Background: an optimization exercise with open tools, aiming at small area and a short achievable clock period. Do not read the settings as production practice.

==> 10-19 <==
==> flow/design.v (excerpt) <==
module alu(FPUCLK, RST, A, B, CTRL, OUT);
  input FPUCLK, RST;
  input [31:0] A, B;
  input [2:0] CTRL;
  output [31:0] OUT;
  ...
export LEC_CHECK = 0
export CAP_MARGIN = 20
export CELL_PAD_IN_SITES_DETAIL_PLACEMENT = 1
export CORE_MARGIN = 2
export CORE_UTILIZATION = 35
export CTS_BUF_LIST = sky130_fd_sc_hd__clkbuf_8
export SETUP_SLACK_MARGIN = 4
export SLEW_MARGIN = 20
export TNS_END_PERCENT = 5
create_clock -name core_clock -period 7.0 [get_ports {FPUCLK}]
standard.sh (not shown) runs the stock make flow with config.mk's settings and CLKGATE_MAP_FILE= SYNTH_SCRIPT=/design/flow/synth_recipe.tcl, a recipe that flattens the netlist after the stock synthesis.
==> flow/flow/run.sh <==
#!/bin/bash
set -euo pipefail
cd "$(dirname "$0")/.."
export BUFFER_PORTS_ARGS="-buffer_cell sky130_fd_sc_hd__buf_2"
bash standard.sh > standard_flow.log 2>&1
==> inputs of 08-11, as changes to 10-19 <==
--- a/flow/design.v
+++ b/flow/design.v
@@ -16,35 +16,35 @@
   wire f_lt = (fa < fb);
   wire sp_b = a_zero;             
   wire sp_a = ~a_zero & b_zero;   
   wire sel_b = sp_b | (~sp_a & (dab[7] | (d_zero & f_lt)));
   wire [7:0] sh = dab[7] ? dba : dab;
   wire sh_big = (sh > 8'd23) | sp_a | sp_b;
   wire swap = ~mul0 & sel_b;
   wire eff_sub = sa ^ sb ^ sub0;
-  wire [7:0] e_add = sel_b ? eb : ea;
-  wire s_add = sp_b ? (sb | sub0) : (sel_b ? (sb ^ sub0) : sa);
   wire inf_s_add = a_inf ? sa : sb;
   wire [7:0] e_mul = ea + eb + 8'h81;
   wire s_mul = sa ^ sb;
   reg [22:0] ma, mb;        
-  reg r1_swap, r1_mul, r1_sub, r1_shbig, r1_s, r1_inf, r1_zero;
+  reg r1_swap, r1_mul, r1_sub, r1_shbig, r1_sa, r1_sb, r1_inf, r1_zero;
   reg [4:0] r1_sh;
-  reg [7:0] r1_e;
+  reg [7:0] r1_ea, r1_eb;
   always @(posedge FPUCLK) begin
     ma <= fa;
     mb <= fb;
     r1_swap <= swap;
     r1_mul <= mul0;
     r1_sub <= ~mul0 & eff_sub;
     r1_shbig <= sh_big;
     r1_sh <= sh[4:0];
-    r1_e <= mul0 ? e_mul : e_add;
-    r1_s <= mul0 ? s_mul : ((a_inf | b_inf) ? inf_s_add : s_add);
+    r1_ea <= mul0 ? e_mul : ea;
+    r1_eb <= eb;
+    r1_sa <= mul0 ? s_mul : ((a_inf | b_inf) ? inf_s_add : sa);
+    r1_sb <= (a_inf | b_inf) ? inf_s_add : (sp_b ? (sb | sub0) : (sb ^ sub0));
     r1_inf <= a_inf | b_inf;
     r1_zero <= mul0 & (a_zero | b_zero);
   end
   wire [22:0] xa = r1_swap ? mb : ma;
   wire [22:0] xb = r1_swap ? ma : mb;
   wire [23:0] big = {1'b1, xa};
   wire [23:0] sh0 = r1_shbig ? 24'd0 : {1'b1, xb};
   wire [23:0] sh1 = r1_sh[0] ? {1'b0, sh0[23:1]} : sh0;
@@ -763,20 +763,20 @@
   assign x710 = mb[21] ^ (ma[22] & mb[22]);
   assign s708 = x710 ^ ma[21];
   assign c709 = x710 ? ma[21] : mb[21];
   reg [70:0] r2_m;
   reg [7:0] r2_e;
   reg r2_mul, r2_sub, r2_s, r2_inf, r2_zero;
   always @(posedge FPUCLK) begin
     r2_m <= {(r1_mul ? 1'b0 : smx[23]), (r1_mul ? 1'b0 : big[23]), (r1_mul & c709), (r1_mul ? ma[22] : smx[22]), (r1_mul ? mb[22] : big[22]), (r1_mul & c706), (r1_mul ? c644 : smx[21]), (r1_mul ? s708 : big[21]), (r1_mul & c703), (r1_mul ? c641 : smx[20]), (r1_mul ? s705 : big[20]), (r1_mul & c700), (r1_mul ? c635 : smx[19]), (r1_mul ? s702 : big[19]), (r1_mul & c697), (r1_mul ? c629 : smx[18]), (r1_mul ? s699 : big[18]), (r1_mul & c694), (r1_mul ? c623 : smx[17]), (r1_mul ? s696 : big[17]), (r1_mul & c691), (r1_mul ? c617 : smx[16]), (r1_mul ? s693 : big[16]), (r1_mul & c688), (r1_mul ? c611 : smx[15]), (r1_mul ? s690 : big[15]), (r1_mul & c685), (r1_mul ? c605 : smx[14]), (r1_mul ? s687 : big[14]), (r1_mul & c682), (r1_mul ? c599 : smx[13]), (r1_mul ? s684 : big[13]), (r1_mul & c679), (r1_mul ? c593 : smx[12]), (r1_mul ? s681 : big[12]), (r1_mul & c676), (r1_mul ? c587 : smx[11]), (r1_mul ? s678 : big[11]), (r1_mul & c673), (r1_mul ? c581 : smx[10]), (r1_mul ? s675 : big[10]), (r1_mul & c670), (r1_mul ? c575 : smx[9]), (r1_mul ? s672 : big[9]), (r1_mul & c667), (r1_mul ? c569 : smx[8]), (r1_mul ? s669 : big[8]), (r1_mul & c664), (r1_mul ? c563 : smx[7]), (r1_mul ? s666 : big[7]), (r1_mul & c661), (r1_mul ? c557 : smx[6]), (r1_mul ? s663 : big[6]), (r1_mul & c658), (r1_mul ? c551 : smx[5]), (r1_mul ? s660 : big[5]), (r1_mul & c655), (r1_mul ? c545 : smx[4]), (r1_mul ? s657 : big[4]), (r1_mul & c652), (r1_mul ? c539 : smx[3]), (r1_mul ? s654 : big[3]), (r1_mul & c649), (r1_mul ? c534 : smx[2]), (r1_mul ? s651 : big[2]), (r1_mul & c647), (r1_mul ? c528 : smx[1]), (r1_mul ? s648 : big[1]), (r1_mul ? ma[0] : r1_sub), (r1_mul ? (ma[1] & mb[22]) : smx[0]), (r1_mul ? s646 : big[0])};
-    r2_e <= r1_e;
+    r2_e <= r1_swap ? r1_eb : r1_ea;
     r2_mul <= r1_mul;
     r2_sub <= r1_sub;
-    r2_s <= r1_s;
+    r2_s <= r1_swap ? r1_sb : r1_sa;
     r2_inf <= r1_inf;
     r2_zero <= r1_zero;
   end
   assign s711 = r2_m[0] ^ r2_m[1];
   assign c712 = r2_m[0] & r2_m[1];
   assign x715 = r2_m[3] ^ r2_m[4];
   assign s713 = x715 ^ r2_m[5];
   assign c714 = x715 ? r2_m[5] : r2_m[3];
@@ -870,24 +870,29 @@
   wire [23:0] nsh = r3_m[23:0] << lz;
   wire m_zero = ~|r3_m;
   wire [22:0] frac = r3_m[24] ? r3_m[23:1] : nsh[22:0];
   wire [7:0] r3_e1 = r3_e + 8'd1;
   wire kill = r3_zero | m_zero;                  
   wire fixed = r3_inf | kill;                    
   wire [7:0] e_base = r3_inf ? 8'hff : kill ? 8'h00 : (r3_m[24] ? r3_e1 : r3_e);
   wire [4:0] e_dec = (fixed | r3_m[24]) ? 5'd0 : lz;
-  reg r4_s;
-  reg [7:0] r4_e;
-  reg [4:0] r4_d;
+  wire [5:0] e_lo = {1'b0, e_base[4:0]} - {1'b0, e_dec};
+  wire [2:0] e_hm1 = e_base[7:5] - 3'd1;
+  reg r4_s, r4_b, r4_fx;
+  reg [4:0] r4_lo;
+  reg [2:0] r4_hi, r4_hm1;
   reg [22:0] r4_f;
   always @(posedge FPUCLK or negedge RST) begin
     if (!RST) begin
-      r4_s <= 1'b0; r4_e <= 8'd0; r4_d <= 5'd0; r4_f <= 23'd0;
+      r4_s <= 1'b0; r4_b <= 1'b0; r4_fx <= 1'b0; r4_lo <= 5'd0; r4_hi <= 3'd0; r4_hm1 <= 3'd0; r4_f <= 23'd0;
     end else begin
       r4_s <= r3_s & (r3_inf | ~kill);
-      r4_e <= e_base;
-      r4_d <= e_dec;
-      r4_f <= fixed ? 23'd0 : frac;
+      r4_b <= e_lo[5];
+      r4_lo <= e_lo[4:0];
+      r4_hi <= e_base[7:5];
+      r4_hm1 <= e_hm1;
+      r4_fx <= fixed;
+      r4_f <= frac;
     end
   end
-  assign OUT = {r4_s, r4_e - {3'b0, r4_d}, r4_f};
+  assign OUT = {r4_s, r4_b ? r4_hm1 : r4_hi, r4_lo, r4_f & {23{~r4_fx}}};
 endmodule
CTS_BUF_LIST = unset   (was sky130_fd_sc_hd__clkbuf_8)
==> inputs of 07-16, as changes to 10-19 <==
--- a/flow/design.v
+++ b/flow/design.v
@@ -1,13 +1,13 @@
 module alu(FPUCLK, RST, A, B, CTRL, OUT);
   input FPUCLK, RST;
   input [31:0] A, B;
   input [2:0] CTRL;
-  output [31:0] OUT;
+  output reg [31:0] OUT;
   wire s1, c2, x3, s4, c5, x6, s7, c8, s9, c10, x11, s12, c13, x14, s15, c16, x17, s18, c19, s20, c21, x22, s23, c24, x25, s26, c27, x28, s29, c30, s31, c32, x33, s34, c35, x36, s37, c38, x39, s40, c41, x42, s43, c44, x45, s46, c47, x48, s49, c50, x51, s52, c53, x54, s55, c56, x57, s58, c59, x60, s61, c62, x63, s64, c65, x66, s67, c68, x69, s70, c71, s72, c73, x74, s75, c76, x77, s78, c79, x80, s81, c82, x83, s84, c85, x86, s87, c88, s89, c90, x91, s92, c93, x94, s95, c96, x97, s98, c99, x100, s101, c102, x103, s104, c105, x106, s107, c108, x109, s110, c111, x112, s113, c114, x115, s116, c117, x118, s119, c120, x121, s122, c123, x124, s125, c126, x127, s128, c129, x130, s131, c132, x133, s134, c135, x136, s137, c138, x139, s140, c141, x142, s143, c144, x145, s146, c147, x148, s149, c150, x151, s152, c153, x154, s155, c156, x157, s158, c159, x160, s161, c162, x163, s164, c165, x166, s167, c168, x169, s170, c171, x172, s173, c174, x175, s176, c177, x178, s179, c180, x181, s182, c183, x184, s185, c186, x187, s188, c189, x190, s191, c192, x193, s194, c195, x196, s197, c198, x199, s200, c201, x202, s203, c204, x205, s206, c207, x208, s209, c210, x211, s212, c213, x214, s215, c216, x217, s218, c219, x220, s221, c222, x223, s224, c225, x226, s227, c228, x229, s230, c231, s232, c233, x234, s235, c236, x237, s238, c239, x240, s241, c242, x243, s244, c245, x246, s247, c248, x249, s250, c251, x252, s253, c254, x255, s256, c257, x258, s259, c260, x261, s262, c263, x264, s265, c266, x267, s268, c269, x270, s271, c272, x273, s274, c275, x276, s277, c278, x279, s280, c281, x282, s283, c284, x285, s286, c287, x288, s289, c290, x291, s292, c293, x294, s295, c296, x297, s298, c299, x300, s301, c302, x303, s304, c305, x306, s307, c308, x309, s310, c311, x312, s313, c314, x315, s316, c317, x318, s319, c320, x321, s322, c323, x324, s325, c326, x327, s328, c329, x330, s331, c332, x333, s334, c335, x336, s337, c338, x339, s340, c341, x342, s343, c344, x345, s346, c347, x348, s349, c350, x351, s352, c353, x354, s355, c356, x357, s358, c359, x360, s361, c362, x363, s364, c365, x366, s367, c368, x369, s370, c371, x372, s373, c374, s375, c376, x377, s378, c379, x380, s381, c382, s383, c384, x385, s386, c387, x388, s389, c390, x391, s392, c393, x394, s395, c396, x397, s398, c399, x400, s401, c402, x403, s404, c405, x406, s407, c408, x409, s410, c411, x412, s413, c414, x415, s416, c417, x418, s419, c420, x421, s422, c423, x424, s425, c426, x427, s428, c429, x430, s431, c432, x433, s434, c435, x436, s437, c438, x439, s440, c441, x442, s443, c444, x445, s446, c447, x448, s449, c450, x451, s452, c453, x454, s455, c456, x457, s458, c459, x460, s461, c462, x463, s464, c465, x466, s467, c468, x469, s470, c471, x472, s473, c474, x475, s476, c477, x478, s479, c480, x481, s482, c483, x484, s485, c486, x487, s488, c489, x490, s491, c492, x493, s494, c495, x496, s497, c498, x499, s500, c501, x502, s503, c504, x505, s506, c507, x508, s509, c510, x511, s512, c513, x514, s515, c516, x517, s518, c519, x520, s521, c522, x523, s524, c525, x526, s527, c528, x529, s530, c531, x532, s533, c534, s535, c536, x537, s538, c539, x540, s541, c542, x543, s544, c545, x546, s547, c548, x549, s550, c551, x552, s553, c554, x555, s556, c557, x558, s559, c560, x561, s562, c563, x564, s565, c566, x567, s568, c569, x570, s571, c572, x573, s574, c575, x576, s577, c578, x579, s580, c581, x582, s583, c584, x585, s586, c587, x588, s589, c590, x591, s592, c593, x594, s595, c596, x597, s598, c599, x600, s601, c602, x603, s604, c605, x606, s607, c608, x609, s610, c611, x612, s613, c614, x615, s616, c617, x618, s619, c620, x621, s622, c623, x624, s625, c626, x627, s628, c629, x630, s631, c632, x633, s634, c635, x636, s637, c638, x639, s640, c641, x642, s643, c644, x645, s646, c647, s648, c649, x650, s651, c652, x653, s654, c655, x656, s657, c658, x659, s660, c661, x662, s663, c664, x665, s666, c667, x668, s669, c670, x671, s672, c673, x674, s675, c676, x677, s678, c679, x680, s681, c682, x683, s684, c685, x686, s687, c688, x689, s690, c691, x692, s693, c694, x695, s696, c697, x698, s699, c700, x701, s702, c703, x704, s705, c706, x707, s708, c709, x710, s711, c712, s713, c714, x715, s716, c717, x718, s719, c720, x721, s722, c723, x724, s725, c726, x727, s728, c729, x730, s731, c732, x733, s734, c735, x736, s737, c738, x739, s740, c741, x742, s743, c744, x745, s746, c747, x748, s749, c750, x751, s752, c753, x754, s755, c756, x757, s758, c759, x760, s761, c762, x763, s764, c765, x766, s767, c768, x769, s770, c771, x772, s773, c774, x775, s776, c777, x778, s779, c780, x781;
   wire mul0 = CTRL[1], sub0 = CTRL[0];
   wire sa = A[31], sb = B[31];
   wire [7:0] ea = A[30:23], eb = B[30:23];
   wire [22:0] fa = A[22:0], fb = B[22:0];
   wire a_inf = &ea, b_inf = &eb;
   wire a_zero = ~|A, b_zero = ~|B;
   wire [7:0] dab = ea - eb;
@@ -22,36 +22,33 @@
   wire swap = ~mul0 & sel_b;
   wire eff_sub = sa ^ sb ^ sub0;
   wire [7:0] e_add = sel_b ? eb : ea;
   wire s_add = sp_b ? (sb | sub0) : (sel_b ? (sb ^ sub0) : sa);
   wire inf_s_add = a_inf ? sa : sb;
   wire [7:0] e_mul = ea + eb + 8'h81;
   wire s_mul = sa ^ sb;
   reg [22:0] ma, mb;        
-  reg r1_swap, r1_mul, r1_sub, r1_shbig, r1_s, r1_inf, r1_zero;
+  reg r1_mul, r1_sub, r1_shbig, r1_s, r1_inf, r1_zero;
   reg [4:0] r1_sh;
   reg [7:0] r1_e;
   always @(posedge FPUCLK) begin
-    ma <= fa;
-    mb <= fb;
-    r1_swap <= swap;
+    ma <= swap ? fb : fa;
+    mb <= swap ? fa : fb;
     r1_mul <= mul0;
     r1_sub <= ~mul0 & eff_sub;
     r1_shbig <= sh_big;
     r1_sh <= sh[4:0];
     r1_e <= mul0 ? e_mul : e_add;
     r1_s <= mul0 ? s_mul : ((a_inf | b_inf) ? inf_s_add : s_add);
     r1_inf <= a_inf | b_inf;
     r1_zero <= mul0 & (a_zero | b_zero);
   end
-  wire [22:0] xa = r1_swap ? mb : ma;
-  wire [22:0] xb = r1_swap ? ma : mb;
-  wire [23:0] big = {1'b1, xa};
-  wire [23:0] sh0 = r1_shbig ? 24'd0 : {1'b1, xb};
+  wire [23:0] big = {1'b1, ma};
+  wire [23:0] sh0 = r1_shbig ? 24'd0 : {1'b1, mb};
   wire [23:0] sh1 = r1_sh[0] ? {1'b0, sh0[23:1]} : sh0;
   wire [23:0] sh2 = r1_sh[1] ? {2'b0, sh1[23:2]} : sh1;
   wire [23:0] sh3 = r1_sh[2] ? {4'b0, sh2[23:4]} : sh2;
   wire [23:0] sh4 = r1_sh[3] ? {8'b0, sh3[23:8]} : sh3;
   wire [23:0] sml = r1_sh[4] ? {16'b0, sh4[23:16]} : sh4;
   wire [23:0] smx = sml ^ {24{r1_sub}};
   assign x3 = mb[0] ^ (ma[22] & mb[1]);
   assign s1 = x3 ^ (ma[21] & mb[2]);
@@ -865,29 +862,16 @@
   always @(*) begin
     lz = 5'd24;
     for (i = 0; i < 24; i = i + 1)
       if (r3_m[i]) lz = 5'd23 - i;
   end
   wire [23:0] nsh = r3_m[23:0] << lz;
   wire m_zero = ~|r3_m;
   wire [22:0] frac = r3_m[24] ? r3_m[23:1] : nsh[22:0];
-  wire [7:0] r3_e1 = r3_e + 8'd1;
-  wire kill = r3_zero | m_zero;                  
-  wire fixed = r3_inf | kill;                    
-  wire [7:0] e_base = r3_inf ? 8'hff : kill ? 8'h00 : (r3_m[24] ? r3_e1 : r3_e);
-  wire [4:0] e_dec = (fixed | r3_m[24]) ? 5'd0 : lz;
-  reg r4_s;
-  reg [7:0] r4_e;
-  reg [4:0] r4_d;
-  reg [22:0] r4_f;
+  wire [7:0] e_n = r3_m[24] ? r3_e + 8'd1 : r3_e - {3'b0, lz};
+  wire [31:0] res = r3_inf ? {r3_s, 8'hff, 23'd0} :
+                    (r3_zero | m_zero) ? 32'd0 : {r3_s, e_n, frac};
   always @(posedge FPUCLK or negedge RST) begin
-    if (!RST) begin
-      r4_s <= 1'b0; r4_e <= 8'd0; r4_d <= 5'd0; r4_f <= 23'd0;
-    end else begin
-      r4_s <= r3_s & (r3_inf | ~kill);
-      r4_e <= e_base;
-      r4_d <= e_dec;
-      r4_f <= fixed ? 23'd0 : frac;
-    end
+    if (!RST) OUT <= 32'd0;
+    else OUT <= res;
   end
-  assign OUT = {r4_s, r4_e - {3'b0, r4_d}, r4_f};
 endmodule
CTS_BUF_LIST = unset   (was sky130_fd_sc_hd__clkbuf_8)
TNS_END_PERCENT = unset   (was 5)
==> summary.txt <==
Router iterations before antenna repair: 08-11 5; 07-16 9; 10-19 5
Non-clk bufs: 08-11 202; 07-16 383; 10-19 216
Multi-Input Combinational: 08-11 2098; 07-16 2121; 10-19 2083
CP endpoint: 08-11 r1_shbig$_DFF_P_; 07-16 r2_m[23]$_DFF_P_; 10-19 OUT[30]
Post_cts resized: 08-11 121; 07-16 307; 10-19 153
Number of cells produced by synthesis: 08-11 2599; 07-16 2603; 10-19 2565
Worst slew margin: 08-11 0.296; 07-16 0.207; 10-19 0.323
Area used by sequential logic in the layout: 08-11 4950 um2; 07-16 4680 um2; 10-19 4750 um2
Critical path class: 08-11 primary input to flip-flop; 07-16 flip-flop to flip-flop; 10-19 flip-flop to output port
Worst Hold Path EP: 08-11 r3_inf$_DFF_P_; 07-16 r2_e[4]$_DFF_P_; 10-19 r2_zero$_DFF_P_
Overall Global Routing Usage: 08-11 0.219; 07-16 0.251; 10-19 0.248
Die Y-Extent: 08-11 251 um; 07-16 249 um; 10-19 251 um
Post-synthesis adder-cell area fraction: 08-11 0.140; 07-16 0.145; 10-19 0.140
Worst-path cell with the longest stage delay: 08-11 mux2_4; 07-16 xor2_1; 10-19 dfrtp_1
Met1 Track Usage GR: 08-11 0.274; 07-16 0.285; 10-19 0.297
Result of the run: 08-11 no timing/DRC/antenna violations; 07-16 no timing/DRC/antenna violations; 10-19 no timing/DRC/antenna violations
WHS: 08-11 328 ps; 07-16 326 ps; 10-19 309 ps
Maximum clock frequency: 08-11 281 MHz; 07-16 195 MHz; 10-19 264 MHz
Met3 Usage GRT: 08-11 0.0266; 07-16 0.0541; 10-19 0.0469
Source of the critical timing path: 08-11 A[28]; 07-16 ma[9]$_DFF_P_; 10-19 r4_d[1]$_DFF_PN0_
Fill cell instance count of the final layout: 08-11 7137; 07-16 6660; 10-19 7032
Crit Reg-Reg Startpoint: 08-11 r2_m[0]$_DFF_P_; 07-16 ma[9]$_DFF_P_; 10-19 r3_m[23]$_DFF_P_
Global-route track usage on met2: 08-11 0.380; 07-16 0.438; 10-19 0.425
Total met3 wirelength after detailed routing: 08-11 5130 um; 07-16 15800 um; 10-19 5470 um
No run of this note included a check of the RTL's function; only the layout flow was run.

re-timing with driven ports:
In the flow no input, the clock included, has a driving cell. The finished layouts below were timed again as built, in two steps. Step 1: set_driving_cell puts a clkbuf_16 on FPUCLK and a buf_2 on each other input, an assumption about the parent block. Step 2 times the ports against the registers' clock, not the clock port: input delays grow and output delays shrink by t, the midpoint of the rising clock arrivals with the driver on. Three values: no drivers, after step 1, after step 2; two values: the first two.
| run | t (ns) | setup WS [ns] | worst setup path after step 2 | slew at the worst register clock pin (ns) |
|---|---|---|---|---|
| 10-19 | 0.638 | 3.217 / 3.154 / 2.849 | input to register | 0.08 / 0.08 |
| 08-11 | 0.615 | 3.440 / 3.478 / 2.863 | input to register | 0.08 / 0.08 |
| 07-16 | 0.637 | 1.870 / 1.870 / 1.870 | register to register | 0.08 / 0.08 |
After both steps every run listed still meets setup and hold. The setup slack of 08-11, which loses most, moves by +0.038 ns with the drivers and by -0.577 ns with both steps.
